From an optimization exercise on the open Yosys and OpenROAD flow, aimed at small area; shortcuts taken in it are not production practice.
Function was not checked in any run shown here: the RTL went through the layout flow alone.

File: flow/run.sh
#!/bin/bash
# synth_recipe.tcl (not shown) runs the flow's synth.tcl, then flattens the netlist and writes it again
# the make line also repeats each setting of config.mk as NAME=value (left out here)
make -C /OpenROAD-flow-scripts/flow DESIGN_CONFIG=/design/flow/config.mk WORK_HOME=/design/flow/orfs CLKGATE_MAP_FILE= SYNTH_SCRIPT=/design/flow/synth_recipe.tcl finish
File: flow/config.mk
export PLATFORM = sky130hd
export DESIGN_NAME = cordic_pipe_rtl
export DESIGN_NICKNAME = cordic_pipe_rtl
export VERILOG_FILES = /design/flow/design.v
export SDC_FILE = /design/flow/constraint.sdc
export NUM_CORES = 4
export LEC_CHECK = 0
export ABC_CLOCK_PERIOD_IN_PS = 4400
export CAP_MARGIN = 20
export CORE_MARGIN = 2
export CORE_UTILIZATION = 60
export SLEW_MARGIN = 20
File: flow/constraint.sdc
create_clock -name core_clock -period 5.0 [get_ports {clock}]
set_input_delay 1.0000 -clock core_clock [delete_from_list [all_inputs] [get_ports {clock}]]
set_output_delay 1.0000 -clock core_clock [all_outputs]
set_load 0.01 [all_outputs]
File: flow/design.v
module add_sh_rca #(parameter J = 0) (input [11:0] a, input [11:0] b, input neg, output [11:0] y);
wire signed [11:0] bs = b;
wire [11:0] x = (bs >>> J) ^ {12{neg}};
wire [12:0] c;
assign c[0] = neg;
genvar i;
generate for (i = 0; i < 12; i = i + 1) begin : g
  assign y[i] = a[i] ^ x[i] ^ c[i];
  assign c[i+1] = (a[i] & x[i]) | (a[i] & c[i]) | (x[i] & c[i]);
end endgenerate
endmodule
module add_sh_hyb #(parameter J = 1) (input [11:0] a, input [11:0] b, input neg, output [11:0] y);
localparam N = 12 - J;
wire signed [11:0] bs = b;
wire [11:0] x = (bs >>> J) ^ {12{neg}};
wire [N:0] c;
assign c[0] = neg;
genvar i;
generate for (i = 0; i < N; i = i + 1) begin : g
  assign y[i] = a[i] ^ x[i] ^ c[i];
  assign c[i+1] = (a[i] & x[i]) | (a[i] & c[i]) | (x[i] & c[i]);
end endgenerate
wire k = b[11] ^ neg;      
wire chg = k ^ c[N];       
wire [J:0] run;
assign run[0] = chg;
generate for (i = 0; i < J; i = i + 1) begin : h
  assign y[N+i] = a[N+i] ^ run[i];
  assign run[i+1] = run[i] & (a[N+i] ^ ~c[N]);
end endgenerate
endmodule
module add_sh_fast #(parameter J = 0) (input [11:0] a, input [11:0] b, input neg, output [11:0] y);
wire signed [11:0] bs = b;
wire [11:0] x = (bs >>> J) ^ {12{neg}};
wire [12:0] t = {a, 1'b1} + {x, neg};
assign y = t[12:1];
endmodule
module rcaN #(parameter N = 8) (input [N-1:0] a, input [N-1:0] b, input ci, output [N-1:0] s);
wire [N:0] c;
assign c[0] = ci;
genvar i;
generate for (i = 0; i < N; i = i + 1) begin : g
  assign s[i] = a[i] ^ b[i] ^ c[i];
  assign c[i+1] = (a[i] & b[i]) | (a[i] & c[i]) | (b[i] & c[i]);
end endgenerate
endmodule
module mul621_fast (input [11:0] x, output [11:0] y);
wire signed [11:0] xx = x;
wire signed [21:0] xs = xx;
wire signed [21:0] a = (xs <<< 3) + xs;
wire signed [21:0] p = (a <<< 6) + (a <<< 2) + a;
assign y = p[21:10];
endmodule
module mul621_rca (input [11:0] x, output [11:0] y);
wire signed [11:0] xx = x;
wire signed [21:0] xs = xx;
wire [21:0] a, b, p;
rcaN #(22) u1 (xs <<< 3, xs, 1'b0, a);
rcaN #(22) u2 (a << 4, a, 1'b0, b);
rcaN #(22) u3 (b << 2, a, 1'b0, p);
assign y = p[21:10];
endmodule
module mul9_rca (input [11:0] x, output [15:0] y);
wire signed [11:0] xx = x;
wire signed [15:0] xs = xx;
rcaN #(16) u1 (xs <<< 3, xs, 1'b0, y);
endmodule
module mul9_fast (input [11:0] x, output [15:0] y);
wire signed [11:0] xx = x;
wire signed [15:0] xs = xx;
assign y = (xs <<< 3) + xs;
endmodule
module mul69_rca (input [15:0] x, output [11:0] y);
wire signed [15:0] xx = x;
wire signed [21:0] a = xx;
wire [21:0] b, p;
rcaN #(22) u2 (a << 4, a, 1'b0, b);
rcaN #(22) u3 (b << 2, a, 1'b0, p);
assign y = p[21:10];
endmodule
module mul69_fast (input [15:0] x, output [11:0] y);
wire signed [15:0] xx = x;
wire signed [21:0] a = xx;
wire signed [21:0] p = (a <<< 6) + (a <<< 2) + a;
assign y = p[21:10];
endmodule
module csa3 #(parameter N = 8) (input [N-1:0] a, input [N-1:0] b, input [N-1:0] c, output [N-1:0] s, output [N-1:0] k);
assign s = a ^ b ^ c;
assign k = {(a[N-2:0] & b[N-2:0]) | (a[N-2:0] & c[N-2:0]) | (b[N-2:0] & c[N-2:0]), 1'b0};
endmodule
module mul621_csa (input [11:0] x, output [11:0] y);
wire signed [11:0] xx = x;
wire signed [21:0] xs = xx;
wire signed [21:0] a = (xs <<< 3) + xs;
wire [21:0] s, k;
csa3 #(22) u (a << 6, a << 2, a, s, k);
wire [21:0] p = s + k;
assign y = p[21:10];
endmodule
module mul621_csa2 (input [11:0] x, output [11:0] y);
wire signed [11:0] xx = x;
wire signed [21:0] xs = xx;
wire [21:0] s1, k1, s2, k2, s3, k3, s4, k4;
csa3 #(22) u1 (xs << 9, xs << 6, xs << 5, s1, k1);
csa3 #(22) u2 (xs << 3, xs << 2, xs, s2, k2);
csa3 #(22) u3 (s1, k1, s2, s3, k3);
csa3 #(22) u4 (s3, k3, k2, s4, k4);
wire [21:0] p = s4 + k4;
assign y = p[21:10];
endmodule
module cordic_pipe_rtl( clock, reset, ce, angle_in, sin_out, cos_out, valid_out );
input clock, reset, ce;
input [11:0] angle_in;
output [11:0] sin_out, cos_out;
output valid_out;
reg [3:0] vcnt;
always @(posedge clock) if (reset) vcnt <= 4'd0; else if (ce && vcnt != 4'd15) vcnt <= vcnt + 4'd1;
assign valid_out = (vcnt == 4'd15);
reg signed [11:0] r0;
always @(posedge clock) if (ce) r0 <= angle_in;
wire d0 = r0 > 12'sd0;
wire d1 = d0 ? (r0 > 12'sd804) : (r0 > -12'sd804);
reg d2, d3;
always @* case ({d0,d1})
  2'b11: d2 = r0 > 12'sd1279; 2'b10: d2 = r0 > 12'sd329; 2'b01: d2 = r0 > -12'sd329; default: d2 = r0 > -12'sd1279;
endcase
always @* case ({d0,d1,d2})
  3'b111: d3 = r0 > 12'sd1530; 3'b110: d3 = r0 > 12'sd1028; 3'b101: d3 = r0 > 12'sd580;  3'b100: d3 = r0 > 12'sd78;
  3'b011: d3 = r0 > -12'sd78;  3'b010: d3 = r0 > -12'sd580; 3'b001: d3 = r0 > -12'sd1028; default: d3 = r0 > -12'sd1530;
endcase
reg [15:0] r1;
always @(posedge clock) if (ce) r1 <= {d0, d1, d2, d3, r0};
wire signed [12:0] t4;    
wire [15:0] t4_b0 = 16'h0000;
assign t4[0] = t4_b0[r1[15:12]];
wire [15:0] t4_b1 = 16'h9696;
assign t4[1] = t4_b1[r1[15:12]];
wire [15:0] t4_b2 = 16'he8e8;
assign t4[2] = t4_b2[r1[15:12]];
wire [15:0] t4_b3 = 16'h3cc3;
assign t4[3] = t4_b3[r1[15:12]];
wire [15:0] t4_b4 = 16'h3f03;
assign t4[4] = t4_b4[r1[15:12]];
wire [15:0] t4_b5 = 16'h3f03;
assign t4[5] = t4_b5[r1[15:12]];
wire [15:0] t4_b6 = 16'h30f3;
assign t4[6] = t4_b6[r1[15:12]];
wire [15:0] t4_b7 = 16'h3f03;
assign t4[7] = t4_b7[r1[15:12]];
wire [15:0] t4_b8 = 16'h6a56;
assign t4[8] = t4_b8[r1[15:12]];
wire [15:0] t4_b9 = 16'he631;
assign t4[9] = t4_b9[r1[15:12]];
wire [15:0] t4_b10 = 16'h1e0f;
assign t4[10] = t4_b10[r1[15:12]];
wire [15:0] t4_b11 = 16'hfe00;
assign t4[11] = t4_b11[r1[15:12]];
wire [15:0] t4_b12 = 16'hfe00;
assign t4[12] = t4_b12[r1[15:12]];
wire signed [11:0] q1 = r1[11:0];
wire signed [12:0] y4 = q1 + t4;
wire [6:0] v = y4[12] ? 7'd0 : (y4[11:8] != 4'd0) ? 7'd127 : y4[7:1];
reg [10:0] r2;
always @(posedge clock) if (ce) r2 <= {r1[15:12], v};
reg [10:0] r3;
always @(posedge clock) if (ce) r3 <= r2;
reg [10:0] r4;
always @(posedge clock) if (ce) r4 <= r3;
reg [10:0] r5;
always @(posedge clock) if (ce) r5 <= r4;
reg [10:0] r6;
always @(posedge clock) if (ce) r6 <= r5;
reg [10:0] r7;
always @(posedge clock) if (ce) r7 <= r6;
reg [10:0] r8;
always @(posedge clock) if (ce) r8 <= r7;
reg [10:0] r9;
always @(posedge clock) if (ce) r9 <= r8;
reg [10:0] r10;
always @(posedge clock) if (ce) r10 <= r9;
wire [11:0] sl1, cl2;   
wire [63:0] sl1_b0 = 64'hf00ffffffffff00f;
assign sl1[0] = sl1_b0[r10[10:5]];
wire [63:0] sl1_b1 = 64'h0550c0033ffcfaaf;
assign sl1[1] = sl1_b1[r10[10:5]];
wire [63:0] sl1_b2 = 64'hbd24987cc1e6de12;
assign sl1[2] = sl1_b2[r10[10:5]];
wire [63:0] sl1_b3 = 64'h0f7168aaaae9704f;
assign sl1[3] = sl1_b3[r10[10:5]];
wire [63:0] sl1_b4 = 64'h74ae583333e58bd1;
assign sl1[4] = sl1_b4[r10[10:5]];
wire [63:0] sl1_b5 = 64'h069f929696b6069f;
assign sl1[5] = sl1_b5[r10[10:5]];
wire [63:0] sl1_b6 = 64'h072a498e8e6dab1f;
assign sl1[6] = sl1_b6[r10[10:5]];
wire [63:0] sl1_b7 = 64'hf83392d4d4b633e0;
assign sl1[7] = sl1_b7[r10[10:5]];
wire [63:0] sl1_b8 = 64'h003c1ce718c7c3ff;
assign sl1[8] = sl1_b8[r10[10:5]];
wire [63:0] sl1_b9 = 64'hffc01f071f07fc00;
assign sl1[9] = sl1_b9[r10[10:5]];
wire [63:0] sl1_b10 = 64'hffffe0071ff80000;
assign sl1[10] = sl1_b10[r10[10:5]];
wire [63:0] sl1_b11 = 64'h000000071fffffff;
assign sl1[11] = sl1_b11[r10[10:5]];
wire [63:0] cl2_b0 = 64'hfffff00f0ff00000;
assign cl2[0] = cl2_b0[r10[10:5]];
wire [63:0] cl2_b1 = 64'hc0030aa0a00a6aa9;
assign cl2[1] = cl2_b1[r10[10:5]];
wire [63:0] cl2_b2 = 64'h3e1924bdbd24187e;
assign cl2[2] = cl2_b2[r10[10:5]];
wire [63:0] cl2_b3 = 64'h55168ef00f71e8aa;
assign cl2[3] = cl2_b3[r10[10:5]];
wire [63:0] cl2_b4 = 64'hcc1a752e74ae5833;
assign cl2[4] = cl2_b4[r10[10:5]];
wire [63:0] cl2_b5 = 64'h6949f960069f9296;
assign cl2[5] = cl2_b5[r10[10:5]];
wire [63:0] cl2_b6 = 64'h719254e0072a498e;
assign cl2[6] = cl2_b6[r10[10:5]];
wire [63:0] cl2_b7 = 64'h2b49cc1ff83392d4;
assign cl2[7] = cl2_b7[r10[10:5]];
wire [63:0] cl2_b8 = 64'he7383c00003c1ce7;
assign cl2[8] = cl2_b8[r10[10:5]];
wire [63:0] cl2_b9 = 64'he0f803ffffc01f07;
assign cl2[9] = cl2_b9[r10[10:5]];
wire [63:0] cl2_b10 = 64'he007ffffffffe007;
assign cl2[10] = cl2_b10[r10[10:5]];
wire [63:0] cl2_b11 = 64'he000000000000007;
assign cl2[11] = cl2_b11[r10[10:5]];
wire [11:0] s3, c4;   
add_sh_hyb #(6) u_s3 (.a(sl1), .b(cl2), .neg(~r10[4]), .y(s3));
add_sh_hyb #(6) u_c4 (.a(cl2), .b(sl1), .neg(r10[4]), .y(c4));
reg [11:0] rs11, rc11;
reg [3:0] rd11;
always @(posedge clock) if (ce) begin rs11 <= s3; rc11 <= c4; rd11 <= r10[3:0]; end
wire [11:0] s5, c6;   
add_sh_hyb #(7) u_s5 (.a(rs11), .b(rc11), .neg(~rd11[3]), .y(s5));
add_sh_hyb #(7) u_c6 (.a(rc11), .b(rs11), .neg(rd11[3]), .y(c6));
reg [11:0] rs12, rc12;
reg [2:0] rd12;
always @(posedge clock) if (ce) begin rs12 <= s5; rc12 <= c6; rd12 <= rd11[2:0]; end
wire [11:0] s7, c8;   
add_sh_hyb #(8) u_s7 (.a(rs12), .b(rc12), .neg(~rd12[2]), .y(s7));
add_sh_hyb #(8) u_c8 (.a(rc12), .b(rs12), .neg(rd12[2]), .y(c8));
reg [11:0] rs13, rc13;
reg [1:0] rd13;
always @(posedge clock) if (ce) begin rs13 <= s7; rc13 <= c8; rd13 <= rd12[1:0]; end
wire [11:0] s9, c10;   
add_sh_hyb #(9) u_s9 (.a(rs13), .b(rc13), .neg(~rd13[1]), .y(s9));
add_sh_hyb #(9) u_c10 (.a(rc13), .b(rs13), .neg(rd13[1]), .y(c10));
wire [11:0] s11, c12;   
add_sh_hyb #(10) u_s11 (.a(s9), .b(c10), .neg(~rd13[0]), .y(s11));
add_sh_hyb #(10) u_c12 (.a(c10), .b(s9), .neg(rd13[0]), .y(c12));
reg [11:0] rs14, rc14;
always @(posedge clock) if (ce) begin rs14 <= s11; rc14 <= c12; end
wire [11:0] ms13, mc14;
mul621_fast u_ms13 (.x(rs14), .y(ms13));
mul621_fast u_mc14 (.x(rc14), .y(mc14));
assign sin_out = ms13;
assign cos_out = mc14;
endmodule
==> results_dict.tcl, run 1 <==
set metrics [dict create \
    drt-pass1-iter-count 16 \
    tns_ps -13440 \
    ys_ff_latch 235 \
    fin_crit_sh_pct 117.5 \
    synth_warnings 1 \
    layout.cells.non_filler 2051 \
    reg2reg_to "rs11[11]" \
    gp_congestion 0.9280 \
    dp.cells 1969 \
    hold_viol_final 0 \
    die_h_um 167.4 \
    overflow 0 \
    r2r_slack_ps 50 \
    multi_input_area_um2 9011 \
    drt_iter0_markers 582 \
    critPathLaunch "rs14[0]" \
    totalWireLength_um 32400 \
    regArea_um2 7017 \
    ios 40 \
    reg2reg_from "r10[7]" \
    synthArstFlopShare_pct 0 \
    final_nets 1862 \
    max_cap_viol_count 0 \
    rsz0062_at_grt "true" \
    synth_top_area_share_pct 43.31 \
    fp-row-count 59 \
    die_area_um2 28020 \
    r2r_cells 16 \
    clock.fmax_ghz 0.1702 \
    ys.flop_type "edfxtp_1" \
    status "finished with violations" \
    failed_checks "negative setup slack" \
    worst_setup_path_start_kind "register" \
    cp_max_fo 2 \
    synthTopCellsByCount "edfxtp_1 (231), xnor2_1 (127), inv_1 (106), nor2_1 (103), ha_1 (94)" \
    min_period_ps 5874 \
    setup_viol 22 \
    grt_pass1_wl_um 53490 \
    worstPathRequired_ps 4000 \
    worst_setup_path_end_kind "output port" \
    ctsHoldBuffers 0 \
    vias 11652 \
    slew_viol_final 0 \
    cts_buffers 24 \
    yosys.area.top_type "edfxtp_1" \
    synthTopCellsByArea "edfxtp_1 (43%), ha_1 (7.3%), xnor2_1 (6.9%)" \
    postSynthAreaPerCell_um2 10.84 \
    fin_ws_ps -874.1 \
    antenna_found_initial 0 \
    drive_gt1_share_pct 26.17 \
    cts_root_buf "clkbuf_16" \
    fillers 1755 \
    drtAntennaViolNets 0 \
    synthCells 1478 \
    cts_sinks 235 \
    cts_buffer_depth 3 \
    grt_pass1_vias 11329 \
    via_per_inst 5.681 \
    syn2layout_area_growth_pct 23.11 \
    clk_pin_slew_ps 60 \
    grt_max_degree 129 \
    tritoncts "yes" \
    worst_slew_pin_slew_ps 937.8 \
    relSlewSlack_pct 37.48 \
    antenna-diode-count 0 \
    wl_per_cell_um 15.80 \
    synth_edf_count 231 \
    fin_util_pct 75.46 \
    postSynthNetCount 1642 \
    clk_latency_ps 530 \
    crit_end "sin_out[11]" \
    grt_use_total_pct 22.99 \
    io_buffers 39 \
    cts_max_level 1 \
    core_um2 26130 \
    initial_core_util_pct 61.29 \
    clock_skew_ps 12.40 \
    synthMostInstantiatedCell "edfxtp_1" \
    drc 0 \
    ys_types 83 \
    dp_hpwl_um 23370 \
    syn-cell-area_um2 16020 \
    critPathArrivalTime_ps 4870 \
    die-width_um 167.4 \
    hp-class "register to register" \
    seq_area_frac_synth_pct 43.81 \
    crit_type "register to output port" \
]
worst max-delay path, cell delays in order, from the launching register on:
cell and delay, ps:
edfxtp_1 400, ha_2 220, fa_2 340, a21o_1 180
a21oi_2 150, o21bai_1 90, a21oi_2 150, o21bai_1 90
a21oi_2 180, mux2i_1 250, nor2_1 90, fa_1 490
inv_1 40, ha_2 160, or4_4 530, o21ai_2 140
o211ai_1 130, a31oi_1 220, buf_4 140, o21bai_1 80
xor2_1 140, buf_2 140
placed cells by master, fill, tap and decap left out, types with 17 or more instances in the layout:
master     Yosys  final
inv_1        106     99
nand2b_1      17     17
nand3_1       31     31
buf_6          1     18
fa_1          55     40
buf_4          0    203
xor2_1        68     64
xnor2_1      127    117
edfxtp_1     231    231
nor2_1       103     95
ha_1          94     77
clkbuf_16      0     24
nor3_1        43     37
o21ai_0       58     52
o21a_1        18     18
a21oi_1       88     64
a21oi_2        0     23
nand2_1       89     86
buf_2          6     22
mux2i_1       22     17
cells by family after synthesis:
| group | after synthesis | synth area share [%] |
|---|---|---|
| fa+ha+maj | 149 | 14.22 |
| xor+xnor | 197 | 10.91 |
| buf+inv | 178 | 4.273 |
| simple gates | 397 | 12.54 |
| mux | 38 | 2.851 |
| compound gates | 284 | 11.40 |
| flops | 235 | 43.81 |
through the flow:
step | area [um2] | setup WS [ps] | hold WS (ps)
3_5_place_dp | 18170 | -920.7 | 404.5
5_1_grt | 19720 | -1237 | 412.1
2_1_floorplan | 16210 | -211.8 | 400.3
3_3_place_gp | 18170 | -785.3 | 401.6
4_1_cts | 19160 | -975.1 | 404.2
6_report | 19720 | -874.1 | 408.1
flip-flops by register name, indices dropped and copies added (netlist names), 11 cells and up:
register  cells
r2           11
r7           11
r3           11
r5           11
r6           11
r4           11
rs13         12
rc11         12
rs14         12
rs12         12
r8           11
rs11         12
rc13         12
rc12         12
r0           12
r1           15
r9           11
rc14         12
r10          11
routing by layer:
layer / global-route usage, % / wire [um]
met5: 0 / 0
met4: 5.520 / 638
met3: 2.316 / 1156
met2: 43.64 / 17370
met1: 28.17 / 13240
worst min path at each step:
| stage | startpoint | end | slack [ps] | cells after the start |
|---|---|---|---|---|
| after floorplan | r9[0] | r10[0] | 400 | 0 |
| after global placement | r2[0] | r3[0] | 400 | 0 |
| after detailed placement | r3[3] | r4[3] | 400 | 0 |
| after CTS | r2[6] | r3[6] | 400 | 0 |
| after global routing | r2[6] | r3[6] | 410 | 0 |
| final | r2[6] | r3[6] | 410 | 0 |
final cells by class:
type | count | area share [%]
clock buffer | 27 | 3.103
clock inverter | 17 | 0.7931
inverter | 108 | 2.068
multi-input combinational | 1065 | 45.69
sequential | 235 | 35.58
tap | 335 | 2.125
timing repair buffer | 264 | 10.63
repair_timing:
action,CTS,global route
pin swaps,50,49
endpoints found under the setup margin,31,42
hold endpoints to repair,0,0
gates resized for setup,137,83
setup buffers,33,23
==> run 2: changes to the inputs <==
--- a/flow/design.v
+++ b/flow/design.v
@@ -1,6 +1,7 @@
 module add_sh_rca #(parameter J = 0) (input [11:0] a, input [11:0] b, input neg, output [11:0] y);
 wire signed [11:0] bs = b;
-wire [11:0] x = (bs >>> J) ^ {12{neg}};
+wire signed [11:0] sh = bs >>> J;
+wire [11:0] x = sh ^ {12{neg}};
 wire [12:0] c;
 assign c[0] = neg;
 genvar i;
@@ -11,8 +12,7 @@
 endmodule
 module add_sh_hyb #(parameter J = 1) (input [11:0] a, input [11:0] b, input neg, output [11:0] y);
 localparam N = 12 - J;
-wire signed [11:0] bs = b;
-wire [11:0] x = (bs >>> J) ^ {12{neg}};
+wire [11:0] x = (b >> J) ^ {12{neg}};    
 wire [N:0] c;
 assign c[0] = neg;
 genvar i;
@@ -31,7 +31,8 @@
 endmodule
 module add_sh_fast #(parameter J = 0) (input [11:0] a, input [11:0] b, input neg, output [11:0] y);
 wire signed [11:0] bs = b;
-wire [11:0] x = (bs >>> J) ^ {12{neg}};
+wire signed [11:0] sh = bs >>> J;
+wire [11:0] x = sh ^ {12{neg}};
 wire [12:0] t = {a, 1'b1} + {x, neg};
 assign y = t[12:1];
 endmodule
@@ -108,6 +109,147 @@
 wire [21:0] p = s4 + k4;
 assign y = p[21:10];
 endmodule
+module add_sh_hyb2 #(parameter J = 1) (input [11:0] a, input [11:0] b, input neg, output [11:0] y);
+localparam N = 12 - J;
+wire [11:0] x = (b >> J) ^ {12{neg}};    
+wire [N:0] c;
+assign c[0] = neg;
+genvar i;
+generate for (i = 0; i < N; i = i + 1) begin : g
+  assign y[i] = a[i] ^ x[i] ^ c[i];
+  assign c[i+1] = (a[i] & x[i]) | (a[i] & c[i]) | (x[i] & c[i]);
+end endgenerate
+wire k = b[11] ^ neg;      
+wire [J:0] pinc, pdec;
+assign pinc[0] = 1'b1;
+assign pdec[0] = 1'b1;
+generate for (i = 0; i < J; i = i + 1) begin : h
+  assign pinc[i+1] = pinc[i] & a[N+i];
+  assign pdec[i+1] = pdec[i] & ~a[N+i];
+  assign y[N+i] = c[N] ? (a[N+i] ^ (~k & pinc[i])) : (a[N+i] ^ (k & pdec[i]));
+end endgenerate
+endmodule
+module add_sh_hyb3 #(parameter J = 1) (input [11:0] a, input [11:0] b, input neg, output [11:0] y);
+localparam N = 12 - J;
+wire [11:0] x = (b >> J) ^ {12{neg}};    
+wire [N:0] c;
+assign c[0] = neg;
+genvar i;
+generate for (i = 0; i < N; i = i + 1) begin : g
+  assign {c[i+1], y[i]} = a[i] + x[i] + c[i];
+end endgenerate
+wire k = b[11] ^ neg;      
+wire chg = k ^ c[N];       
+wire [J:0] run;
+assign run[0] = chg;
+generate for (i = 0; i < J; i = i + 1) begin : h
+  assign y[N+i] = a[N+i] ^ run[i];
+  assign run[i+1] = run[i] & (a[N+i] ^ ~c[N]);
+end endgenerate
+endmodule
+module add_sh_hyb4 #(parameter J = 1) (input [11:0] a, input [11:0] b, input neg, output [11:0] y);
+localparam N = 12 - J;
+wire [11:0] x = (b >> J) ^ {12{neg}};    
+wire [N:0] c;
+assign c[0] = neg;
+genvar i;
+generate for (i = 0; i < N; i = i + 1) begin : g
+  assign y[i] = a[i] ^ x[i] ^ c[i];
+  assign c[i+1] = (a[i] & x[i]) | (a[i] & c[i]) | (x[i] & c[i]);
+end endgenerate
+wire [N:0] f;
+assign f[0] = neg;
+generate for (i = 0; i < N; i = i + 1) begin : q
+  assign f[i+1] = (a[i] & x[i]) | ((a[i] | x[i]) & f[i]);
+end endgenerate
+wire k = b[11] ^ neg;      
+wire [J:0] pinc, pdec;
+assign pinc[0] = 1'b1;
+assign pdec[0] = 1'b1;
+generate for (i = 0; i < J; i = i + 1) begin : h
+  assign pinc[i+1] = pinc[i] & a[N+i];
+  assign pdec[i+1] = pdec[i] & ~a[N+i];
+  assign y[N+i] = f[N] ? (a[N+i] ^ (~k & pinc[i])) : (a[N+i] ^ (k & pdec[i]));
+end endgenerate
+endmodule
+module add_sh_hyb5 #(parameter J = 1) (input [11:0] a, input [11:0] b, input neg, output [11:0] y);
+localparam N = 12 - J;
+wire [11:0] x = (b >> J) ^ {12{neg}};    
+wire [N:0] c;
+assign c[0] = neg;
+genvar i;
+generate for (i = 0; i < N; i = i + 1) begin : g
+  assign y[i] = a[i] ^ x[i] ^ c[i];
+  assign c[i+1] = (a[i] & x[i]) | ((a[i] ^ x[i]) & c[i]);
+end endgenerate
+wire k = b[11] ^ neg;      
+wire [J:0] pinc, pdec;
+assign pinc[0] = 1'b1;
+assign pdec[0] = 1'b1;
+generate for (i = 0; i < J; i = i + 1) begin : h
+  assign pinc[i+1] = pinc[i] & a[N+i];
+  assign pdec[i+1] = pdec[i] & ~a[N+i];
+  assign y[N+i] = c[N] ? (a[N+i] ^ (~k & pinc[i])) : (a[N+i] ^ (k & pdec[i]));
+end endgenerate
+endmodule
+module add_sh_hyb6 #(parameter J = 1) (input [11:0] a, input [11:0] b, input neg, output [11:0] y);
+localparam N = 12 - J;
+wire [11:0] x = (b >> J) ^ {12{neg}};    
+wire [N:0] c;
+assign c[0] = neg;
+genvar i;
+generate for (i = 0; i < N; i = i + 1) begin : g
+  assign y[i] = a[i] ^ x[i] ^ c[i];
+  assign c[i+1] = (a[i] & x[i]) | (c[i] & (a[i] | x[i]));
+end endgenerate
+wire k = b[11] ^ neg;      
+wire chg = k ^ c[N];       
+wire [J:0] run;
+assign run[0] = chg;
+generate for (i = 0; i < J; i = i + 1) begin : h
+  assign y[N+i] = a[N+i] ^ run[i];
+  assign run[i+1] = run[i] & (a[N+i] ^ ~c[N]);
+end endgenerate
+endmodule
+module add_sh_hyb7 #(parameter J = 1) (input [11:0] a, input [11:0] b, input neg, output [11:0] y);
+localparam N = 12 - J;
+wire [11:0] x = (b >> J) ^ {12{neg}};    
+wire [N:0] c;
+assign c[0] = neg;
+genvar i;
+generate for (i = 0; i < N; i = i + 1) begin : g
+  assign y[i] = a[i] ^ x[i] ^ c[i];
+  assign c[i+1] = ~((~a[i] & ~x[i]) | (~c[i] & (~a[i] | ~x[i])));
+end endgenerate
+wire k = b[11] ^ neg;      
+wire chg = k ^ c[N];       
+wire [J:0] run;
+assign run[0] = chg;
+generate for (i = 0; i < J; i = i + 1) begin : h
+  assign y[N+i] = a[N+i] ^ run[i];
+  assign run[i+1] = run[i] & (a[N+i] ^ ~c[N]);
+end endgenerate
+endmodule
+module add_sh_hyb8 #(parameter J = 1) (input [11:0] a, input [11:0] b, input neg, output [11:0] y);
+localparam N = 12 - J;
+wire [11:0] bj = b >> J;
+wire [11:0] x = neg ? ~bj : bj;    
+wire [N:0] c;
+assign c[0] = neg;
+genvar i;
+generate for (i = 0; i < N; i = i + 1) begin : g
+  assign y[i] = a[i] ^ x[i] ^ c[i];
+  assign c[i+1] = (a[i] & x[i]) | (c[i] & (a[i] | x[i]));
+end endgenerate
+wire k = b[11] ^ neg;      
+wire chg = k ^ c[N];       
+wire [J:0] run;
+assign run[0] = chg;
+generate for (i = 0; i < J; i = i + 1) begin : h
+  assign y[N+i] = a[N+i] ^ run[i];
+  assign run[i+1] = run[i] & (a[N+i] ^ ~c[N]);
+end endgenerate
+endmodule
 module cordic_pipe_rtl( clock, reset, ce, angle_in, sin_out, cos_out, valid_out );
 input clock, reset, ce;
 input [11:0] angle_in;
@@ -228,34 +370,33 @@
 wire [63:0] cl2_b11 = 64'he000000000000007;
 assign cl2[11] = cl2_b11[r10[10:5]];
 wire [11:0] s3, c4;   
-add_sh_hyb #(6) u_s3 (.a(sl1), .b(cl2), .neg(~r10[4]), .y(s3));
-add_sh_hyb #(6) u_c4 (.a(cl2), .b(sl1), .neg(r10[4]), .y(c4));
+add_sh_hyb6 #(6) u_s3 (.a(sl1), .b(cl2), .neg(~r10[4]), .y(s3));
+add_sh_hyb6 #(6) u_c4 (.a(cl2), .b(sl1), .neg(r10[4]), .y(c4));
 reg [11:0] rs11, rc11;
 reg [3:0] rd11;
 always @(posedge clock) if (ce) begin rs11 <= s3; rc11 <= c4; rd11 <= r10[3:0]; end
 wire [11:0] s5, c6;   
-add_sh_hyb #(7) u_s5 (.a(rs11), .b(rc11), .neg(~rd11[3]), .y(s5));
-add_sh_hyb #(7) u_c6 (.a(rc11), .b(rs11), .neg(rd11[3]), .y(c6));
-reg [11:0] rs12, rc12;
-reg [2:0] rd12;
-always @(posedge clock) if (ce) begin rs12 <= s5; rc12 <= c6; rd12 <= rd11[2:0]; end
+add_sh_hyb6 #(7) u_s5 (.a(rs11), .b(rc11), .neg(~rd11[3]), .y(s5));
+add_sh_hyb6 #(7) u_c6 (.a(rc11), .b(rs11), .neg(rd11[3]), .y(c6));
 wire [11:0] s7, c8;   
-add_sh_hyb #(8) u_s7 (.a(rs12), .b(rc12), .neg(~rd12[2]), .y(s7));
-add_sh_hyb #(8) u_c8 (.a(rc12), .b(rs12), .neg(rd12[2]), .y(c8));
-reg [11:0] rs13, rc13;
-reg [1:0] rd13;
-always @(posedge clock) if (ce) begin rs13 <= s7; rc13 <= c8; rd13 <= rd12[1:0]; end
+add_sh_hyb6 #(8) u_s7 (.a(s5), .b(c6), .neg(~rd11[2]), .y(s7));
+add_sh_hyb6 #(8) u_c8 (.a(c6), .b(s5), .neg(rd11[2]), .y(c8));
+reg [11:0] rs12, rc12;
+reg [1:0] rd12;
+always @(posedge clock) if (ce) begin rs12 <= s7; rc12 <= c8; rd12 <= rd11[1:0]; end
 wire [11:0] s9, c10;   
-add_sh_hyb #(9) u_s9 (.a(rs13), .b(rc13), .neg(~rd13[1]), .y(s9));
-add_sh_hyb #(9) u_c10 (.a(rc13), .b(rs13), .neg(rd13[1]), .y(c10));
+add_sh_hyb6 #(9) u_s9 (.a(rs12), .b(rc12), .neg(~rd12[1]), .y(s9));
+add_sh_hyb6 #(9) u_c10 (.a(rc12), .b(rs12), .neg(rd12[1]), .y(c10));
 wire [11:0] s11, c12;   
-add_sh_hyb #(10) u_s11 (.a(s9), .b(c10), .neg(~rd13[0]), .y(s11));
-add_sh_hyb #(10) u_c12 (.a(c10), .b(s9), .neg(rd13[0]), .y(c12));
-reg [11:0] rs14, rc14;
-always @(posedge clock) if (ce) begin rs14 <= s11; rc14 <= c12; end
+add_sh_hyb6 #(10) u_s11 (.a(s9), .b(c10), .neg(~rd12[0]), .y(s11));
+add_sh_hyb6 #(10) u_c12 (.a(c10), .b(s9), .neg(rd12[0]), .y(c12));
+reg [11:0] rs13, rc13;
+always @(posedge clock) if (ce) begin rs13 <= s11; rc13 <= c12; end
 wire [11:0] ms13, mc14;
-mul621_fast u_ms13 (.x(rs14), .y(ms13));
-mul621_fast u_mc14 (.x(rc14), .y(mc14));
-assign sin_out = ms13;
-assign cos_out = mc14;
+mul621_fast u_ms13 (.x(rs13), .y(ms13));
+mul621_fast u_mc14 (.x(rc13), .y(mc14));
+reg [11:0] rs14, rc14;
+always @(posedge clock) if (ce) begin rs14 <= ms13; rc14 <= mc14; end
+assign sin_out = rs14;
+assign cos_out = rc14;
 endmodule
==> flow/flow/run.sh (new file) <==
#!/bin/bash
# Layout flow: the standard ORFS flow with a smaller clock tree (no dummy loads,
# clkbuf_8 leaf buffers in clusters of at most 16 sinks) and buf_1 port buffers.
set -o pipefail
cp standard.sh standard_sh_copy.txt
export CTS_ARGS="-sink_clustering_enable -repair_clock_nets -dont_use_dummy_load -buf_list sky130_fd_sc_hd__clkbuf_8 -sink_clustering_size 16 -sink_clustering_max_diameter 60"
export BUFFER_PORTS_ARGS="-buffer_cell sky130_fd_sc_hd__buf_1"
bash standard.sh > standard.log 2>&1
==> flow/standard.sh (new file) <==
#!/bin/bash
# synth_recipe.tcl (not shown) runs the flow's synth.tcl, then flattens the netlist and writes it again
# the make line also repeats each setting of config.mk as NAME=value (left out here)
make -C /OpenROAD-flow-scripts/flow DESIGN_CONFIG=/design/flow/config.mk WORK_HOME=/design/flow/orfs CLKGATE_MAP_FILE= SYNTH_SCRIPT=/design/flow/synth_recipe.tcl "${@:-finish}"
--- a/flow/config.mk
+++ b/flow/config.mk
@@ -5,7 +5,7 @@
 export SDC_FILE = /design/flow/constraint.sdc
 export NUM_CORES = 4
 export LEC_CHECK = 0
-export ABC_CLOCK_PERIOD_IN_PS = 4400
+export ABC_AREA = 1
 export CAP_MARGIN = 20
 export CORE_MARGIN = 2
 export CORE_UTILIZATION = 60
removed: flow/run.sh
==> run 2 against run 1 <==
The layout still fails its checks (negative setup slack). Cell count rose by 4.5%. Critical path depth is 2 higher. Global-route usage is 0.36 points higher. Critical path type is now register to register. Critical endpoint is now rc12[10].
==> results_dict.tcl, run 2 <==
set metrics [dict create \
    fin_ws_ps -95.96 \
    grt_pass1_vias 11554 \
    cts_sinks 232 \
    final_cell_mix "nand2_1 (304), edfxtp_1 (228), inv_1 (227)" \
    place_area_um2 17300 \
    grt_use_total_pct 23.35 \
    drc 0 \
    grt_max_degree 69 \
    postSynthAreaPerCell_um2 9.665 \
    via_per_inst 5.351 \
    cts_buffer_depth 3 \
    final_nets 1973 \
    synthAdderAreaFrac_pct 14.05 \
    synthMostInstantiatedCell "nand2_1" \
    ys.flop_type "edfxtp_1" \
    dr_wl_met3_um 1287 \
    drtAntennaViolNets 0 \
    routed-wl-met2_um 15890 \
    yosys.area.top_type "edfxtp_1" \
    dp_slack_ps -175.6 \
    timing.critical_path.cells "buf_4 -> buf_6 -> xnor2_1 -> fa_2 -> inv_2 -> fa_2 -> fa_2 -> buf_4 -> xnor2_2 -> nor2_8 -> xor2_2 -> o21ai_0 -> o21ai_0 -> fa_2 -> fa_2 -> fa_2 -> inv_4 -> nor2_2 -> mux2_4 -> nand3_4 -> nor2_4 -> nand2_1 -> nand2_1" \
    antenna_found_initial 0 \
    clk_pin_slew_ps 90 \
    postSynthNetCount 1820 \
    synth_warnings 1 \
    syn-cell-area_um2 16020 \
    stdcell_area_um2 17950 \
    antenna-diode-count 0 \
    synthCells 1658 \
    r2r_slack_ps -100 \
    ys_ff_latch 232 \
    failed_checks "negative setup slack" \
    totalWireLength_um 31960 \
    synthTopCellsByCount "nand2_1 (309), inv_1 (237), edfxtp_1 (228), xor2_1 (119), nand3_1 (99)" \
    vias 11473 \
    tritoncts "yes" \
    synth-compound-area-share_pct 8.347 \
    io_buffers 39 \
    initial_core_util_pct 61.32 \
    top_layer "met4" \
    setup_viol 12 \
    rsz0062_at_grt "true" \
    clk_latency_ps 530 \
    ys_types 67 \
    hp-class "register to register" \
    drt_iter0_markers 638 \
    cpPeakStageDelay_ps 490 \
    relSlewSlack_pct 37.22 \
    wl_per_cell_um 14.91 \
    critPathArrivalTime_ps 5380 \
    synth-xor-area-share_pct 9.198 \
    max_cap_viol_count 0 \
    synth_top_area_share_pct 42.73 \
    core_um2 26130 \
    dp.cells 2103 \
    fp-row-count 59 \
    fillers 2054 \
    cp_top_family "adder cells" \
    gp_congestion 0.8973 \
    path_buf_inv 5 \
    cts_buffers 22 \
    ios 40 \
    drt-pass1-iter-count 17 \
    hold_viol_final 0 \
    drive_gt1_share_pct 17.19 \
    multi_input_area_um2 8263 \
    syn2layout_area_growth_pct 12.01 \
    min_period_ps 5096 \
    dp_hpwl_um 25100 \
    synth.area.mux_share_pct 0.1327 \
    yosys.area_share.simple_pct 18.12 \
    slew_viol_final 0 \
    die-width_um 167.4 \
    seq_area_frac_synth_pct 43.23 \
    cts_root_buf "clkbuf_8" \
    die_area_um2 28030 \
    clock.fmax_ghz 0.1962 \
    worst_setup_path_start_kind "register" \
    status "finished with violations" \
    met1_length_um 14020 \
    critPathSlowestCell "fa_2" \
    synth_top_family_by_area "simple AND/OR/NAND/NOR gates" \
    die_h_um 167.4 \
    overflow 0 \
    ctsHoldBuffers 0 \
    crit_type "register to register" \
    grt_pass1_wl_um 53930 \
    synthArstFlopShare_pct 0 \
    fin_crit_sh_pct 101.9 \
    worst_setup_path_end_kind "register" \
    cts_max_level 1 \
    synthTopCellsByArea "edfxtp_1 (43%), nand2_1 (7.2%), ha_1 (7.2%)" \
    largest_reg_flops 15 \
    worstPathRequired_ps 5290 \
    synth_edf_count 228 \
    tns_ps -557.5 \
    worst_slew_pin_slew_ps 941.7 \
    layout.cells.non_filler 2144 \
    final_common_cell "nand2_1" \
    clock_skew_ps 46.88 \
    max_flop_register "r1" \
    cp_max_fo 7 \
    cpMostUsedCell "fa_2" \
    regArea_um2 6927 \
]
[run 2: cell types whose count changed after synthesis, sizes merged, moves of 21 or more]
cell,change
mux2i,-21
clkbuf,-46
inv,+139
nand3,+81
nor3,-26
xor2,+53
nand2,+249
xnor2,-85
o21ai,+30
[run 2: worst paths after layout]
path | startpoint | depth (start not counted) | endpoint
min | r2[3] | 0 | r3[3]
max | rd11[3] | 23 | rc12[10]
min reg2reg | r2[3] | 0 | r3[3]
max reg2reg | rd11[3] | 23 | rc12[10]
[run 2: logic make-up after synthesis]
kind of cell | count (synthesis)
AO/OA/AOI/OAI | 225
XOR/XNOR | 164
adder cells (fa/ha/maj) | 147
buffers and inverters | 280
flip-flops | 232
multiplexers | 2
AND/OR/NAND/NOR | 608
[run 2: metrics by stage]
step | hold WS (ps) | util (%)
6_report | 397.9 | 68.68
5_1_grt | 411.0 | 68.68
4_1_cts | 400.2 | 67.84
3_5_place_dp | 404.5 | 66.22
3_3_place_gp | 401.6 | 66.22
2_1_floorplan | 400.3 | -
[run 2: repair_timing]
action,in CTS,in global routing
setup endpoints to repair,14,41
pin swaps,4,25
resized for setup,18,49
buffers inserted,10,9
[run 2: layer usage]
metal  vias up  GRT usage, %
li1       5826             -
met1      5371         30.54
met2       221         41.60
met3        55         2.718
met4         0         6.049
met5         -             0
[run 2: worst reg2reg max path, stage by stage, from the launching register on]
cell and delay [ps]:
edfxtp_1 420, buf_4 170, buf_6 140, xnor2_1 240, fa_2 240, inv_2 40, fa_2 350, fa_2 440
buf_4 170, xnor2_2 250, nor2_8 80, xor2_2 170, o21ai_0 100, o21ai_0 150, fa_2 360, fa_2 350
fa_2 490, inv_4 100, nor2_2 40, mux2_4 310, nand3_4 100, nor2_4 50, nand2_1 50, nand2_1 40
[run 2: final cells by class]
type,instances,area share (%)
multi-input cells,1146,46.04
flip-flops and latches,232,38.59
repair buffers,156,5.995
clock buffers,22,1.687
inverters,253,5.354
well taps,335,2.335
==> run 3: changes to the inputs <==
--- a/flow/design.v
+++ b/flow/design.v
@@ -318,78 +318,79 @@
 always @(posedge clock) if (ce) r8 <= r7;
 reg [10:0] r9;
 always @(posedge clock) if (ce) r9 <= r8;
-reg [10:0] r10;
-always @(posedge clock) if (ce) r10 <= r9;
 wire [11:0] sl1, cl2;   
 wire [63:0] sl1_b0 = 64'hf00ffffffffff00f;
-assign sl1[0] = sl1_b0[r10[10:5]];
+assign sl1[0] = sl1_b0[r9[10:5]];
 wire [63:0] sl1_b1 = 64'h0550c0033ffcfaaf;
-assign sl1[1] = sl1_b1[r10[10:5]];
+assign sl1[1] = sl1_b1[r9[10:5]];
 wire [63:0] sl1_b2 = 64'hbd24987cc1e6de12;
-assign sl1[2] = sl1_b2[r10[10:5]];
+assign sl1[2] = sl1_b2[r9[10:5]];
 wire [63:0] sl1_b3 = 64'h0f7168aaaae9704f;
-assign sl1[3] = sl1_b3[r10[10:5]];
+assign sl1[3] = sl1_b3[r9[10:5]];
 wire [63:0] sl1_b4 = 64'h74ae583333e58bd1;
-assign sl1[4] = sl1_b4[r10[10:5]];
+assign sl1[4] = sl1_b4[r9[10:5]];
 wire [63:0] sl1_b5 = 64'h069f929696b6069f;
-assign sl1[5] = sl1_b5[r10[10:5]];
+assign sl1[5] = sl1_b5[r9[10:5]];
 wire [63:0] sl1_b6 = 64'h072a498e8e6dab1f;
-assign sl1[6] = sl1_b6[r10[10:5]];
+assign sl1[6] = sl1_b6[r9[10:5]];
 wire [63:0] sl1_b7 = 64'hf83392d4d4b633e0;
-assign sl1[7] = sl1_b7[r10[10:5]];
+assign sl1[7] = sl1_b7[r9[10:5]];
 wire [63:0] sl1_b8 = 64'h003c1ce718c7c3ff;
-assign sl1[8] = sl1_b8[r10[10:5]];
+assign sl1[8] = sl1_b8[r9[10:5]];
 wire [63:0] sl1_b9 = 64'hffc01f071f07fc00;
-assign sl1[9] = sl1_b9[r10[10:5]];
+assign sl1[9] = sl1_b9[r9[10:5]];
 wire [63:0] sl1_b10 = 64'hffffe0071ff80000;
-assign sl1[10] = sl1_b10[r10[10:5]];
+assign sl1[10] = sl1_b10[r9[10:5]];
 wire [63:0] sl1_b11 = 64'h000000071fffffff;
-assign sl1[11] = sl1_b11[r10[10:5]];
+assign sl1[11] = sl1_b11[r9[10:5]];
 wire [63:0] cl2_b0 = 64'hfffff00f0ff00000;
-assign cl2[0] = cl2_b0[r10[10:5]];
+assign cl2[0] = cl2_b0[r9[10:5]];
 wire [63:0] cl2_b1 = 64'hc0030aa0a00a6aa9;
-assign cl2[1] = cl2_b1[r10[10:5]];
+assign cl2[1] = cl2_b1[r9[10:5]];
 wire [63:0] cl2_b2 = 64'h3e1924bdbd24187e;
-assign cl2[2] = cl2_b2[r10[10:5]];
+assign cl2[2] = cl2_b2[r9[10:5]];
 wire [63:0] cl2_b3 = 64'h55168ef00f71e8aa;
-assign cl2[3] = cl2_b3[r10[10:5]];
+assign cl2[3] = cl2_b3[r9[10:5]];
 wire [63:0] cl2_b4 = 64'hcc1a752e74ae5833;
-assign cl2[4] = cl2_b4[r10[10:5]];
+assign cl2[4] = cl2_b4[r9[10:5]];
 wire [63:0] cl2_b5 = 64'h6949f960069f9296;
-assign cl2[5] = cl2_b5[r10[10:5]];
+assign cl2[5] = cl2_b5[r9[10:5]];
 wire [63:0] cl2_b6 = 64'h719254e0072a498e;
-assign cl2[6] = cl2_b6[r10[10:5]];
+assign cl2[6] = cl2_b6[r9[10:5]];
 wire [63:0] cl2_b7 = 64'h2b49cc1ff83392d4;
-assign cl2[7] = cl2_b7[r10[10:5]];
+assign cl2[7] = cl2_b7[r9[10:5]];
 wire [63:0] cl2_b8 = 64'he7383c00003c1ce7;
-assign cl2[8] = cl2_b8[r10[10:5]];
+assign cl2[8] = cl2_b8[r9[10:5]];
 wire [63:0] cl2_b9 = 64'he0f803ffffc01f07;
-assign cl2[9] = cl2_b9[r10[10:5]];
+assign cl2[9] = cl2_b9[r9[10:5]];
 wire [63:0] cl2_b10 = 64'he007ffffffffe007;
-assign cl2[10] = cl2_b10[r10[10:5]];
+assign cl2[10] = cl2_b10[r9[10:5]];
 wire [63:0] cl2_b11 = 64'he000000000000007;
-assign cl2[11] = cl2_b11[r10[10:5]];
+assign cl2[11] = cl2_b11[r9[10:5]];
 wire [11:0] s3, c4;   
-add_sh_hyb6 #(6) u_s3 (.a(sl1), .b(cl2), .neg(~r10[4]), .y(s3));
-add_sh_hyb6 #(6) u_c4 (.a(cl2), .b(sl1), .neg(r10[4]), .y(c4));
-reg [11:0] rs11, rc11;
-reg [3:0] rd11;
-always @(posedge clock) if (ce) begin rs11 <= s3; rc11 <= c4; rd11 <= r10[3:0]; end
+add_sh_hyb6 #(6) u_s3 (.a(sl1), .b(cl2), .neg(~r9[4]), .y(s3));
+add_sh_hyb6 #(6) u_c4 (.a(cl2), .b(sl1), .neg(r9[4]), .y(c4));
+reg [11:0] rs10, rc10;
+reg [3:0] rd10;
+always @(posedge clock) if (ce) begin rs10 <= s3; rc10 <= c4; rd10 <= r9[3:0]; end
 wire [11:0] s5, c6;   
-add_sh_hyb6 #(7) u_s5 (.a(rs11), .b(rc11), .neg(~rd11[3]), .y(s5));
-add_sh_hyb6 #(7) u_c6 (.a(rc11), .b(rs11), .neg(rd11[3]), .y(c6));
+add_sh_hyb6 #(7) u_s5 (.a(rs10), .b(rc10), .neg(~rd10[3]), .y(s5));
+add_sh_hyb6 #(7) u_c6 (.a(rc10), .b(rs10), .neg(rd10[3]), .y(c6));
+reg [11:0] rs11, rc11;
+reg [2:0] rd11;
+always @(posedge clock) if (ce) begin rs11 <= s5; rc11 <= c6; rd11 <= rd10[2:0]; end
 wire [11:0] s7, c8;   
-add_sh_hyb6 #(8) u_s7 (.a(s5), .b(c6), .neg(~rd11[2]), .y(s7));
-add_sh_hyb6 #(8) u_c8 (.a(c6), .b(s5), .neg(rd11[2]), .y(c8));
-reg [11:0] rs12, rc12;
-reg [1:0] rd12;
-always @(posedge clock) if (ce) begin rs12 <= s7; rc12 <= c8; rd12 <= rd11[1:0]; end
+add_sh_hyb6 #(8) u_s7 (.a(rs11), .b(rc11), .neg(~rd11[2]), .y(s7));
+add_sh_hyb6 #(8) u_c8 (.a(rc11), .b(rs11), .neg(rd11[2]), .y(c8));
 wire [11:0] s9, c10;   
-add_sh_hyb6 #(9) u_s9 (.a(rs12), .b(rc12), .neg(~rd12[1]), .y(s9));
-add_sh_hyb6 #(9) u_c10 (.a(rc12), .b(rs12), .neg(rd12[1]), .y(c10));
+add_sh_hyb6 #(9) u_s9 (.a(s7), .b(c8), .neg(~rd11[1]), .y(s9));
+add_sh_hyb6 #(9) u_c10 (.a(c8), .b(s7), .neg(rd11[1]), .y(c10));
+reg [11:0] rs12, rc12;
+reg [0:0] rd12;
+always @(posedge clock) if (ce) begin rs12 <= s9; rc12 <= c10; rd12 <= rd11[0:0]; end
 wire [11:0] s11, c12;   
-add_sh_hyb6 #(10) u_s11 (.a(s9), .b(c10), .neg(~rd12[0]), .y(s11));
-add_sh_hyb6 #(10) u_c12 (.a(c10), .b(s9), .neg(rd12[0]), .y(c12));
+add_sh_hyb6 #(10) u_s11 (.a(rs12), .b(rc12), .neg(~rd12[0]), .y(s11));
+add_sh_hyb6 #(10) u_c12 (.a(rc12), .b(rs12), .neg(rd12[0]), .y(c12));
 reg [11:0] rs13, rc13;
 always @(posedge clock) if (ce) begin rs13 <= s11; rc13 <= c12; end
 wire [11:0] ms13, mc14;
--- a/flow/config.mk
+++ b/flow/config.mk
@@ -5,7 +5,6 @@
 export SDC_FILE = /design/flow/constraint.sdc
 export NUM_CORES = 4
 export LEC_CHECK = 0
-export ABC_AREA = 1
 export CAP_MARGIN = 20
 export CORE_MARGIN = 2
 export CORE_UTILIZATION = 60
==> run 3 against run 2 <==
Still fails the layout checks on negative setup slack. Sequential share of layout area up 1.2 points. Maximum frequency down 0.69%. Critical endpoint is now rc12[11]. Area after synthesis up 2.8%.
==> results_dict.tcl, run 3 <==
set metrics [dict create \
    die_h_um 169.7 \
    cts_root_buf "clkbuf_8" \
    worstPathRequired_ps 5280 \
    postSynthAreaPerCell_um2 11.02 \
    grt_pass1_vias 10851 \
    dp_slack_ps -157.8 \
    min_period_ps 5132 \
    tritoncts "yes" \
    worst_slew_pin_slew_ps 932.7 \
    syn-cell-area_um2 16480 \
    cts_buffers 25 \
    critPathArrivalTime_ps 5410 \
    synthTopCellsByArea "edfxtp_1 (44%), ha_1 (7.0%), fa_1 (6.7%)" \
    ys_types 85 \
    drt_iter0_markers 648 \
    vias 11388 \
    fin_crit_sh_pct 102.6 \
    hp-class "register to register" \
    status "finished with violations" \
    final_nets 1772 \
    synthTopCellsByCount "edfxtp_1 (243), xnor2_1 (121), nand2_1 (102), inv_1 (97), ha_1 (92)" \
    clk_pin_slew_ps 90 \
    routed-wl-met2_um 16420 \
    syn2layout_area_growth_pct 12.61 \
    max_flop_register "r1" \
    met1_length_um 14080 \
    seq_area_frac_synth_pct 44.77 \
    ios 40 \
    cts_sinks 247 \
    die_area_um2 28800 \
    relSlewSlack_pct 37.82 \
    synthArstFlopShare_pct 0 \
    hold_viol_final 0 \
    drt-pass1-iter-count 5 \
    gp_congestion 0.9019 \
    max_cap_viol_count 0 \
    holdPathStages 0 \
    ys_ff_latch 247 \
    drive_gt1_share_pct 17.10 \
    worst_setup_path_start_kind "register" \
    totalWireLength_um 32170 \
    largest_reg_flops 15 \
    setup_viol 12 \
    worst_setup_path_end_kind "register" \
    antenna_found_initial 0 \
    rsz0062_at_grt "true" \
    final_cell_mix "edfxtp_1 (243), xnor2_1 (113), buf_4 (106)" \
    fin_ws_ps -131.6 \
    failed_checks "negative setup slack" \
    grt_pass1_wl_um 52070 \
    tns_ps -1012 \
    cts_buffer_depth 3 \
    grt_max_degree 77 \
    final_common_cell "edfxtp_1" \
    via_per_inst 5.843 \
    crit_type "register to register" \
    drtAntennaViolNets 0 \
    initial_core_util_pct 61.14 \
    overflow 0 \
    cts_max_level 1 \
    wl_per_cell_um 16.51 \
    clk_latency_ps 550 \
    core_um2 26950 \
    yosys.area.top_type "edfxtp_1" \
    fp-row-count 60 \
    cp_max_fo 6 \
    r2r_cells 20 \
    ys.flop_type "edfxtp_1" \
    drc 0 \
    synthCells 1495 \
    ctsHoldBuffers 0 \
    grt_use_total_pct 22.18 \
    top_layer "met4" \
    synth_top_area_share_pct 44.29 \
    dp_hpwl_um 23560 \
    synthMostInstantiatedCell "edfxtp_1" \
    synth_warnings 1 \
    slew_viol_final 0 \
    antenna-diode-count 0 \
    clock_skew_ps 50.60 \
    clock.fmax_ghz 0.1949 \
    io_buffers 39 \
    dr_wl_met3_um 943 \
    die-width_um 169.7 \
    postSynthNetCount 1657 \
    synth_edf_count 243 \
]
[run 3: cell count changes after synthesis, sizes merged, moves of 27 or more]
cell	before	now
clkbuf	7	50
xor2	122	70
nand2	338	102
nand3	112	36
nor2	99	72
xnor2	42	122
inv	247	98
[run 3: metal layers]
metal / track usage [%] / up-vias
li1: - / 5641
met1: 28.94 / 5488
met2: 39.70 / 210
met3: 2.192 / 49
met4: 5.983 / 0
met5: 0 / -
[run 3: cell type report]
cell class | instances | area (um2)
well taps | 341 | 426.7
repair buffers | 157 | 1116
inverters | 99 | 374.1
fillers | 2022 | 8396
flip-flops and latches | 247 | 7377
clock buffers | 25 | 344.1
multi-input cells | 1080 | 8917
[run 3: path summary, 6_finish.rpt]
kind	slack, ps	startpoint	end
setup reg to reg	-130	rd11[2]	rc12[11]
setup / recovery	-130	rd11[2]	rc12[11]
hold / removal	420	r8[1]	r9[1]
hold reg to reg	420	r8[1]	r9[1]
[run 3: kinds of logic (layout without fill, tap and decap cells)]
kind of cell | count (synthesis) | count (layout) | share of synthesized area, %
xor gates and xnor gates | 193 | 193 | 10.39
muxes | 41 | 41 | 2.893
and+or+nand+nor | 390 | 390 | 12.01
AOI/OAI and AO/OA | 307 | 307 | 12.16
buffers and inverters | 168 | 281 | 3.987
adders and majority gates | 149 | 149 | 13.79
DFF | 247 | 247 | 44.77
[run 3: repair_timing]
item,CTS,global route
setup endpoints to repair,14,34
setup buffers,9,10
resized for setup,31,63
pin swaps,25,26
[run 3: critical path, stage by stage, from the launching register on]
cell and delay, ps:
edfxtp_1 440, buf_4 160, buf_6 120, xnor2_2 130, fa_2 360, fa_2 340
fa_2 360, or3_4 400, nor3_4 260, buf_4 150, o21ai_1 80, xor2_1 240
xor2_1 200, inv_1 90, fa_2 410, or3_4 380, a21oi_2 140, nor2_1 80
a31oi_4 230, o211ai_1 160, xnor2_1 140
[run 3: through the flow]
step           util (%)  area (um2)  hold WS, ps  std cells
6_report          68.85       18560        421.4       1949
5_1_grt           68.85       18560        425.6       1949
4_1_cts           67.70       18250        416.6       1939
3_5_place_dp      65.70       17710        404.5       1905
3_3_place_gp      65.70       17710        401.6       1905
2_1_floorplan         -       16670        400.3       1495
==> run 4: changes to the inputs <==
--- a/flow/config.mk
+++ b/flow/config.mk
@@ -5,6 +5,7 @@
 export SDC_FILE = /design/flow/constraint.sdc
 export NUM_CORES = 4
 export LEC_CHECK = 0
+export ABC_AREA = 1
 export CAP_MARGIN = 20
 export CORE_MARGIN = 2
 export CORE_UTILIZATION = 60
==> run 4 against run 3 <==
Now clean on timing, DRC and antenna. Count of clock-buffer cells in the layout down 2. Setup slack better by 350 ps. Via count fell by 0.42%. Flip-flop and latch count unchanged. Sequential share of layout area up 1.9 points. Die area is 1.2% lower. Maximum frequency increased by 7.3%. Area after synthesis decreased by 1.2%. Critical path type unchanged. Largest cell class unchanged.
==> results_dict.tcl, run 4 <==
set metrics [dict create \
    cts_sinks 247 \
    drt_iter0_markers 609 \
    drtAntennaViolNets 0 \
    clk_latency_ps 570 \
    seq_area_frac_synth_pct 45.33 \
    syn-cell-area_um2 16270 \
    slew_viol_final 0 \
    ys.flop_type "edfxtp_1" \
    dp_slack_ps -50.40 \
    cts_buffers 23 \
    yosys.area.top_type "edfxtp_1" \
    overflow 0 \
    worst_setup_path_end_kind "register" \
    place_area_um2 17170 \
    via_per_inst 5.397 \
    clock.fmax_ghz 0.2090 \
    grt_use_total_pct 22.62 \
    postSynthAreaPerCell_um2 9.816 \
    largest_reg_flops 15 \
    reg2reg_from "r9[5]" \
    synth_warnings 1 \
    tritoncts "yes" \
    antenna-diode-count 0 \
    synth_top_area_share_pct 44.84 \
    r2r_slack_ps 220 \
    grt_pass1_wl_um 52740 \
    gp_congestion 0.9226 \
    core_um2 26800 \
    stdcell_area_um2 17700 \
    min_to "r7[4]" \
    dp_hpwl_um 24620 \
    synthTopCellsByArea "edfxtp_1 (45%), ha_1 (7.1%), fa_1 (6.8%)" \
    grt_max_degree 95 \
    drt-pass1-iter-count 5 \
    synth_edf_count 243 \
    ys_types 67 \
    clock_skew_ps 74.03 \
    grt_pass1_vias 11240 \
    die-width_um 168.7 \
    vias 11340 \
    worstHoldStart "r6[4]" \
    ios 40 \
    final_nets 1924 \
    setup_viol 0 \
    ctsHoldBuffers 0 \
    hp-class "register to register" \
    max_flop_register "r1" \
    cp_max_fo 5 \
    relSlewSlack_pct 38.53 \
    synthTopCellsByCount "nand2_1 (283), edfxtp_1 (243), inv_1 (216), xor2_1 (115), nor2_1 (113)" \
    layout.cells.non_filler 2101 \
    worst_setup_path_start_kind "register" \
    ys_ff_latch 247 \
    wl_per_cell_um 15.06 \
    dp.cells 2068 \
    die_h_um 168.7 \
    holdPathStages 0 \
    fin_crit_sh_pct 95.68 \
    die_area_um2 28460 \
    drive_gt1_share_pct 10.85 \
    synthArstFlopShare_pct 0 \
    syn2layout_area_growth_pct 8.757 \
    min_period_ps 4784 \
    clk_pin_slew_ps 100 \
    initial_core_util_pct 60.72 \
    totalWireLength_um 31630 \
    reg2reg_to "rs10[10]" \
    fin_util_pct 66.04 \
    fin_ws_ps 215.9 \
    io_buffers 39 \
    synthCells 1658 \
    cts_root_buf "clkbuf_8" \
    worstPathRequired_ps 5240 \
    crit_type "register to register" \
    synthMostInstantiatedCell "nand2_1" \
    cts_max_level 1 \
    status "complete, no violations" \
    worst_slew_pin_slew_ps 898.8 \
    r2r_cells 20 \
    hold_viol_final 0 \
    max_cap_viol_count 0 \
    drc 0 \
    cts_buffer_depth 3 \
    final_cell_mix "nand2_1 (283), edfxtp_1 (243), inv_1 (212)" \
    postSynthNetCount 1820 \
    antenna_found_initial 1 \
    fp-row-count 60 \
    final_common_cell "nand2_1" \
    critPathArrivalTime_ps 5030 \
]
-- run 4: changes by cell type in the layout (fill, tap and decap cells not counted), sizes merged, moves of 15 or more --
cell    change
buf        -56
nor2       +52
nor3       -23
inv       +129
nand2b     -15
xnor2      -64
mux2i      -24
o21ai      +22
xor2       +47
nand3      +57
nand2     +200
or3        -21
-- run 4: worst max path at each step --
stage             from        to  cells after the start
6_report         r9[5]  rs10[10]                     20
5_1_grt        rd11[2]   rs12[9]                     23
2_1_floorplan  rd11[2]   rc12[5]                     22
3_5_place_dp   rd11[2]  rs12[11]                     24
4_1_cts        rd11[2]  rc12[10]                     22
3_3_place_gp   rd11[2]  rs12[11]                     24
-- run 4: per-stage QoR --
step	hold WS (ps)	setup TNS, ps
floorplan	400.3	0
CTS	389.6	0
detailed placement	404.5	-145.2
global route	407.9	-18.15
finish	386.1	0
global placement	401.4	0
-- run 4: cell type report --
| type | instances | area (um2) |
|---|---|---|
| fillers | 2154 | 9101 |
| multi-input cells | 1159 | 8028 |
| flip-flops and latches | 247 | 7377 |
| inverters | 230 | 869.6 |
| repair buffers | 101 | 681.9 |
| well taps | 341 | 426.7 |
| clock buffers | 23 | 316.6 |
-- run 4: critical path, stage by stage, from the launching register on --
cell      delay (ps)
edfxtp_1         480
buf_4            180
ha_1             270
nand2_1          140
nand2_2          100
nor2_1           180
nor2_1            90
o21ai_2          160
nand2_1           90
nand2_2           90
o21ai_0          110
fa_1             420
fa_1             390
fa_1             390
fa_1             420
fa_2             390
inv_1            130
nand3_1           90
o21ai_1          140
nand3_1          120
xor2_1           150
-- run 4: per-layer routing --
| layer | part of all wire (%) | wire length [um] | global-route usage, % | vias up |
|---|---|---|---|---|
| met4 | 2.7 | 864 | 6.972 | 2 |
| met3 | 3.5 | 1094 | 2.572 | 51 |
| met1 | 44 | 13800 | 28.74 | 5317 |
| li1 | - | - | - | 5779 |
| met5 | 0.041 | 13 | 0 | - |
| met2 | 50 | 15860 | 40.70 | 191 |
-- run 4: kinds of logic after synthesis --
family          synth area share, %
simple gates                  15.86
compound gates                9.111
buf+inv                       6.166
flops                         45.33
xor+xnor                      9.510
fa+ha+maj                     13.84
mux                          0.1845
-- run 4: repair_timing --
item | in CTS | in global routing
setup buffers | 0 | 10
pin swaps | 0 | 13
gates resized for setup | 1 | 42
endpoints found under the setup margin | 4 | 30

==> port drivers added, routing unchanged <==
Ports are ideal in the flow. The routed layouts listed here were re-timed in OpenROAD.
Step 1 sets driving cells, clkbuf_16 on the clock port and buf_2 on the other inputs (assumed; they add their load-dependent delay and slew).
Step 2, shift: input delay + t, output delay - t, t = (earliest + latest rising clock arrival at the registers) / 2. This alone moves slack from input paths to output paths.
a / b / c = no drivers / after step 1 / after step 2; a / b = the first two.
run	t, ns	setup slack, ns	worst setup path after step 2	pins driven straight from the clock port
run 1	0.570	-0.874 / -0.921 / -0.351	register to output	1
run 2	0.558	-0.096 / -0.096 / -0.096	register to register	1
run 3	0.574	-0.132 / -0.132 / -0.132	register to register	1
run 4	0.572	0.216 / 0.216 / 0.216	register to register	1
